From an optimization exercise on the open Yosys and OpenROAD flow, aimed at small area; shortcuts taken in it are not production practice. The RTL was checked by simulation tests, not by an equivalence proof against the original design. Power is estimated from default activity; no workload was simulated.

Design tennis, start of the top module:
module tennis(
 input wire glb_clk,
 input wire pixtick,  
 input wire reset,
 input wire lbat_human,
 input wire [8:0] lbat_move,  
 input wire rbat_human,
 input wire [8:0] rbat_move,  
 input wire tv_mode,
 input wire scanlines,        
 input wire pause,            
 output wire hsync,           
 output wire vsync,          
 output wire csync,           
 output wire ball,            
 output wire left_bat,        
 output wire right_bat,      
 output wire field_and_score,
 output wire sound           
);
export LEC_CHECK = 0
export CAP_MARGIN = 20
export CORE_MARGIN = 2
export CORE_UTILIZATION = 40
export SLEW_MARGIN = 20
create_clock -name core_clock -period 10.0 [get_ports {glb_clk}]
standard.sh (not shown) runs the stock make flow with config.mk's settings and CLKGATE_MAP_FILE= SYNTH_SCRIPT=/design/flow/synth_recipe.tcl, a recipe that flattens the netlist after the stock synthesis.
==> flow/flow/run.sh <==
#!/bin/bash
# Own layout flow: the standard synthesis, then its combinational logic re-mapped
# for area with ABC (flip-flops untouched: same instances, names and cells), keeping
# the smallest of several ABC seeds, then the standard ORFS flow from floorplan on,
# with buf_1 port buffers and a clkbuf_8 clock tree.
set -euo pipefail
W=$(pwd)
R=$W/orfs/results/${FLOW_PLATFORM}/tennis/base
LIB=$FLOW_HOME/platforms/${FLOW_PLATFORM}/lib/sky130_fd_sc_hd__tt_025C_1v80.lib
YOSYS=$FLOW_HOME/../tools/install/yosys/bin/yosys
[ -x "$YOSYS" ] || YOSYS=yosys
DU="-dont_use *probe* -dont_use *lpflow* -dont_use *clkbuf* -dont_use *clkinv* -dont_use *dly* -dont_use *conb* -dont_use *bleeder* -dont_use *tap* -dont_use *fill* -dont_use *decap* -dont_use *diode*"

bash standard.sh synth > $W/log_1_standard_synth.txt 2>&1
cp $R/1_2_yosys.v $W/std_netlist.v

resyn() {
  local seed=$1
  sed -e "s|@SEED@|$seed|g" $W/flow/area.abc > $W/area_$seed.abc
  sed -e "s|@LIB@|$LIB|g" -e "s|@NET@|$W/std_netlist.v|g" -e "s|@OUT@|$W/resyn_$seed.v|g" \
      -e "s|@SCRIPT@|$W/area_$seed.abc|g" -e "s|@DU@|$DU|g" $W/flow/resyn.ys > $W/resyn_$seed.ys
  "$YOSYS" -l $W/log_2_resyn_$seed.txt -s $W/resyn_$seed.ys > /dev/null 2>&1 || true
}
for group in "0 1 2 3" "4 5 6 7" "8 9 10 11"; do
  for s in $group; do resyn $s & done
  wait
done
best=""; best_area=""
for s in 0 1 2 3 4 5 6 7 8 9 10 11; do
  [ -f $W/resyn_$s.v.stat ] && [ -s $W/resyn_$s.v ] || continue
  a=$(grep "Chip area for top module" $W/resyn_$s.v.stat | awk '{print $NF}')
  echo "seed $s area $a" >> $W/log_2_resyn_summary.txt
  if [ -z "$best" ] || awk -v a=$a -v b=$best_area 'BEGIN{exit !(a<b)}'; then best=$s; best_area=$a; fi
done
echo "best seed $best area $best_area" >> $W/log_2_resyn_summary.txt

if [ -n "$best" ]; then cp $W/resyn_$best.v $R/1_2_yosys.v; fi
rm -f $R/1_synth.odb $R/1_synth.sdc
bash standard.sh finish "BUFFER_PORTS_ARGS=-buffer_cell sky130_fd_sc_hd__buf_1" "CTS_ARGS=-sink_clustering_enable -repair_clock_nets -dont_use_dummy_load -sink_clustering_size 28 -sink_clustering_max_diameter 250 -buf_list sky130_fd_sc_hd__clkbuf_8" > $W/log_3_standard_finish.txt 2>&1
Other scripts of this flow, unchanged in this note and not shown: flow/flow/area.abc, flow/flow/resyn.ys
The first run finished clean.
Rerun with:
--- a/flow/flow/run.sh
+++ b/flow/flow/run.sh
@@ -17,15 +17,17 @@
 resyn() {
   local seed=$1
-  sed -e "s|@SEED@|$seed|g" $W/flow/area.abc > $W/area_$seed.abc
+  local script=$W/flow/area.abc
+  if [ $seed -ge 12 ]; then script=$W/flow/area_long.abc; fi
+  sed -e "s|@SEED@|$((seed % 12))|g" $script > $W/area_$seed.abc
   sed -e "s|@LIB@|$LIB|g" -e "s|@NET@|$W/std_netlist.v|g" -e "s|@OUT@|$W/resyn_$seed.v|g" \
       -e "s|@SCRIPT@|$W/area_$seed.abc|g" -e "s|@DU@|$DU|g" $W/flow/resyn.ys > $W/resyn_$seed.ys
   "$YOSYS" -l $W/log_2_resyn_$seed.txt -s $W/resyn_$seed.ys > /dev/null 2>&1 || true
 }
-for group in "0 1 2 3" "4 5 6 7" "8 9 10 11"; do
+for group in "0 1 2 3" "4 5 6 7" "8 9 10 11" "12 13 14 15" "16 17 18 19" "20 21 22 23"; do
   for s in $group; do resyn $s & done
   wait
 done
 best=""; best_area=""
-for s in 0 1 2 3 4 5 6 7 8 9 10 11; do
+for s in $(seq 0 23); do
   [ -f $W/resyn_$s.v.stat ] && [ -s $W/resyn_$s.v ] || continue
   a=$(grep "Chip area for top module" $W/resyn_$s.v.stat | awk '{print $NF}')
==> flow/flow/area_long.abc (new file) <==
strash
&get -n
&deepsyn -T 40 -S @SEED@
&put
dch -f
amap
topo
mfs3 -ae
strash
dch -f
amap
topo
mfs3 -ae
=> Cell area is unchanged; maximum frequency does not change; hold slack does not change; non-clock buffer count stays the same.

========
Setup of run 1:
tennis again, from the RTL that the note above started with.
Design tennis, start of the top module:
module tennis(
 input wire glb_clk,
 input wire pixtick,  
 input wire reset,
 input wire lbat_human,
 input wire [8:0] lbat_move,  
 input wire rbat_human,
 input wire [8:0] rbat_move,  
 input wire tv_mode,
 input wire scanlines,        
 input wire pause,            
 output wire hsync,           
 output wire vsync,          
 output wire csync,           
 output wire ball,            
 output wire left_bat,        
 output wire right_bat,      
 output wire field_and_score,
 output wire sound           
);
 reg [7:0] hcount;
 reg [8:0] vcount;
 reg hfield;
 reg [8:0] lbat_npos;
 reg [8:0] rbat_npos;
 reg [8:0] ball_ypos;
 reg [6:0] ball_xpos;
 reg ball_ydir;
 reg ball_xdir;
 reg ball_yspd;
 reg hcoll;
 wire vcoll = ball_ydir ? ((ball_ypos >= 9'd274) & (ball_ypos <= 9'd278))
                        : ((ball_ypos >= 9'd44) & (ball_ypos <= 9'd48));
 reg vcollonfield;
 reg vb;
 reg lbat_ydir;
 reg rbat_ydir;
 reg [3:0] l_score;
 reg [3:0] r_score;
 reg [1:0] snd_sel;
 wire lineend = (hcount==8'd255);
 wire pixlineend = pixtick & lineend;
 wire lastline = (vcount==9'd311);
 wire lastlineend = lastline & lineend;
 wire pixlastlineend = pixlineend & lastline;
 wire [6:0] hc = hcount[6:0];
 wire show = hcount[7] | ~scanlines;
 wire vfield = (vcount >= 9'd48) & (vcount <= 9'd279);
 wire tborder = (vcount[8:1]==8'd24);   
 wire bborder = (vcount[8:1]==8'd139);  
 wire vborder = tborder | bborder;
 wire [9:0] lrel = {1'b0, vcount} + {1'b0, lbat_npos};   
 wire [9:0] rrel = {1'b0, vcount} + {1'b0, rbat_npos};
 wire above_lbat = ~lrel[9];
  ...
Settings: LEC_CHECK=0, CAP_MARGIN=20, CORE_MARGIN=2, CORE_UTILIZATION=40, SLEW_MARGIN=20; clock period 10.0 ns.
==> flow/flow/run.sh <==
#!/bin/bash
# Own layout flow: the standard synthesis, then its combinational logic re-mapped
# for area with ABC (flip-flops untouched: same instances, names and cells), keeping
# the smallest of several ABC seeds, then the standard ORFS flow from floorplan on,
# with buf_1 port buffers and a clkbuf_8 clock tree.
set -euo pipefail
W=$(pwd)
R=$W/orfs/results/${FLOW_PLATFORM}/tennis/base
LIB=$FLOW_HOME/platforms/${FLOW_PLATFORM}/lib/sky130_fd_sc_hd__tt_025C_1v80.lib
YOSYS=$FLOW_HOME/../tools/install/yosys/bin/yosys
[ -x "$YOSYS" ] || YOSYS=yosys
DU="-dont_use *probe* -dont_use *lpflow* -dont_use *clkbuf* -dont_use *clkinv* -dont_use *dly* -dont_use *conb* -dont_use *bleeder* -dont_use *tap* -dont_use *fill* -dont_use *decap* -dont_use *diode*"

bash standard.sh synth > $W/log_1_standard_synth.txt 2>&1
cp $R/1_2_yosys.v $W/std_netlist.v

resyn() {
  local seed=$1
  sed -e "s|@SEED@|$seed|g" $W/flow/area.abc > $W/area_$seed.abc
  sed -e "s|@LIB@|$LIB|g" -e "s|@NET@|$W/std_netlist.v|g" -e "s|@OUT@|$W/resyn_$seed.v|g" \
      -e "s|@SCRIPT@|$W/area_$seed.abc|g" -e "s|@DU@|$DU|g" $W/flow/resyn.ys > $W/resyn_$seed.ys
  "$YOSYS" -l $W/log_2_resyn_$seed.txt -s $W/resyn_$seed.ys > /dev/null 2>&1 || true
}
for group in "0 1 2 3" "4 5 6 7" "8 9 10 11"; do
  for s in $group; do resyn $s & done
  wait
done
best=""; best_area=""
for s in 0 1 2 3 4 5 6 7 8 9 10 11; do
  [ -f $W/resyn_$s.v.stat ] && [ -s $W/resyn_$s.v ] || continue
  a=$(grep "Chip area for top module" $W/resyn_$s.v.stat | awk '{print $NF}')
  echo "seed $s area $a" >> $W/log_2_resyn_summary.txt
  if [ -z "$best" ] || awk -v a=$a -v b=$best_area 'BEGIN{exit !(a<b)}'; then best=$s; best_area=$a; fi
done
echo "best seed $best area $best_area" >> $W/log_2_resyn_summary.txt

if [ -n "$best" ]; then cp $W/resyn_$best.v $R/1_2_yosys.v; fi
rm -f $R/1_synth.odb $R/1_synth.sdc
bash standard.sh finish "BUFFER_PORTS_ARGS=-buffer_cell sky130_fd_sc_hd__buf_1" "CTS_ARGS=-repair_clock_nets -dont_use_dummy_load -buf_list sky130_fd_sc_hd__clkbuf_8" > $W/log_3_standard_finish.txt 2>&1
Other scripts of this flow, unchanged in this note and not shown: flow/flow/area.abc, flow/flow/resyn.ys
## Diff of input files: run 2 against run 1
diff --git a/flow/flow/run.sh b/flow/flow/run.sh
--- a/flow/flow/run.sh
+++ b/flow/flow/run.sh
@@ -37,3 +37,3 @@
 if [ -n "$best" ]; then cp $W/resyn_$best.v $R/1_2_yosys.v; fi
 rm -f $R/1_synth.odb $R/1_synth.sdc
-bash standard.sh finish "BUFFER_PORTS_ARGS=-buffer_cell sky130_fd_sc_hd__buf_1" "CTS_ARGS=-repair_clock_nets -dont_use_dummy_load -buf_list sky130_fd_sc_hd__clkbuf_8" > $W/log_3_standard_finish.txt 2>&1
+bash standard.sh finish "BUFFER_PORTS_ARGS=-buffer_cell sky130_fd_sc_hd__buf_1" "CTS_ARGS=-sink_clustering_enable -repair_clock_nets -dont_use_dummy_load -sink_clustering_size 40 -sink_clustering_max_diameter 400 -sink_clustering_levels 1 -buf_list sky130_fd_sc_hd__clkbuf_8" > $W/log_3_standard_finish.txt 2>&1
Results
Between run 1 and run 2, the average wire per standard cell figures differ only marginally.
Diff run 2..run 1 | critical path depth | unchanged
Run 2 -> run 1: floorplan die area delta 0, exact match
As far as multi-input logic portion of the cell area goes, run 1 and run 2 are indistinguishable; the numbers are identical.
Looking at run 1 and run 2, the total power is a wash.
Run 1 -> run 2: clock skew delta 0, exact match
All of run 1 and run 2 finish clean.
The number of signal-net inverters in the final layout of run 1 and that of run 2 are within noise of each other.
Design area of run 1 is on par with run 2.
--- input diff run 2..run 3 ---
diff --git a/flow/flow/run.sh b/flow/flow/run.sh
--- a/flow/flow/run.sh
+++ b/flow/flow/run.sh
@@ -37,3 +37,3 @@
 if [ -n "$best" ]; then cp $W/resyn_$best.v $R/1_2_yosys.v; fi
 rm -f $R/1_synth.odb $R/1_synth.sdc
-bash standard.sh finish "BUFFER_PORTS_ARGS=-buffer_cell sky130_fd_sc_hd__buf_1" "CTS_ARGS=-sink_clustering_enable -repair_clock_nets -dont_use_dummy_load -sink_clustering_size 40 -sink_clustering_max_diameter 400 -sink_clustering_levels 1 -buf_list sky130_fd_sc_hd__clkbuf_8" > $W/log_3_standard_finish.txt 2>&1
+bash standard.sh finish "BUFFER_PORTS_ARGS=-buffer_cell sky130_fd_sc_hd__buf_1" "CTS_ARGS=-sink_clustering_enable -repair_clock_nets -dont_use_dummy_load -root_buf sky130_fd_sc_hd__clkbuf_8 -buf_list sky130_fd_sc_hd__clkbuf_4" > $W/log_3_standard_finish.txt 2>&1
[summary]
- Compare run 3 and run 2 | number of nets in the layout higher: run 2
- Compared to run 2, run 3 shows a narrower setup margin.
- Compared with run 2, leakage power total in run 3 increased by a few percent.
- Proportion of power drawn by combinational gates for run 3: 20 points up relative to run 2
- As of run 3, wire length of the first global-routing pass had fallen slightly compared to run 2.
- | final area | run 3 vs run 2 | better |

==> re-timing with driven ports <==
In the flow no input, the clock included, has a driving cell. The finished layouts below were timed again as built, in two steps.
Step 1: set_driving_cell puts a clkbuf_16 on glb_clk and a buf_2 on each other input, an assumption about the parent block.
Step 2 moves the port delays by t, midway between the first and last clock arrival at a register: inputs arrive t later, outputs are due t later. That takes back most of the time a late clock gives input paths.
Three values: no drivers, after step 1, after step 2; two values: the first two.
run | t (ns) | slack for setup (ns) | worst setup path at the end | clock arrival spread, ns
the first run of note 1 | 0.393 | 1.354 / 1.363 / 0.970 | input to register | 0.023 / 0.024
the second run of note 1 | 0.393 | 1.354 / 1.363 / 0.970 | input to register | 0.023 / 0.024
run 1 | 0.386 | 2.789 / 2.800 / 2.415 | input to register | 0.016 / 0.015
run 2 | 0.386 | 2.789 / 2.800 / 2.415 | input to register | 0.016 / 0.015
run 3 | 0.399 | 1.196 / 1.213 / 0.814 | input to register | 0.024 / 0.024
After both steps every run listed still meets setup and hold.
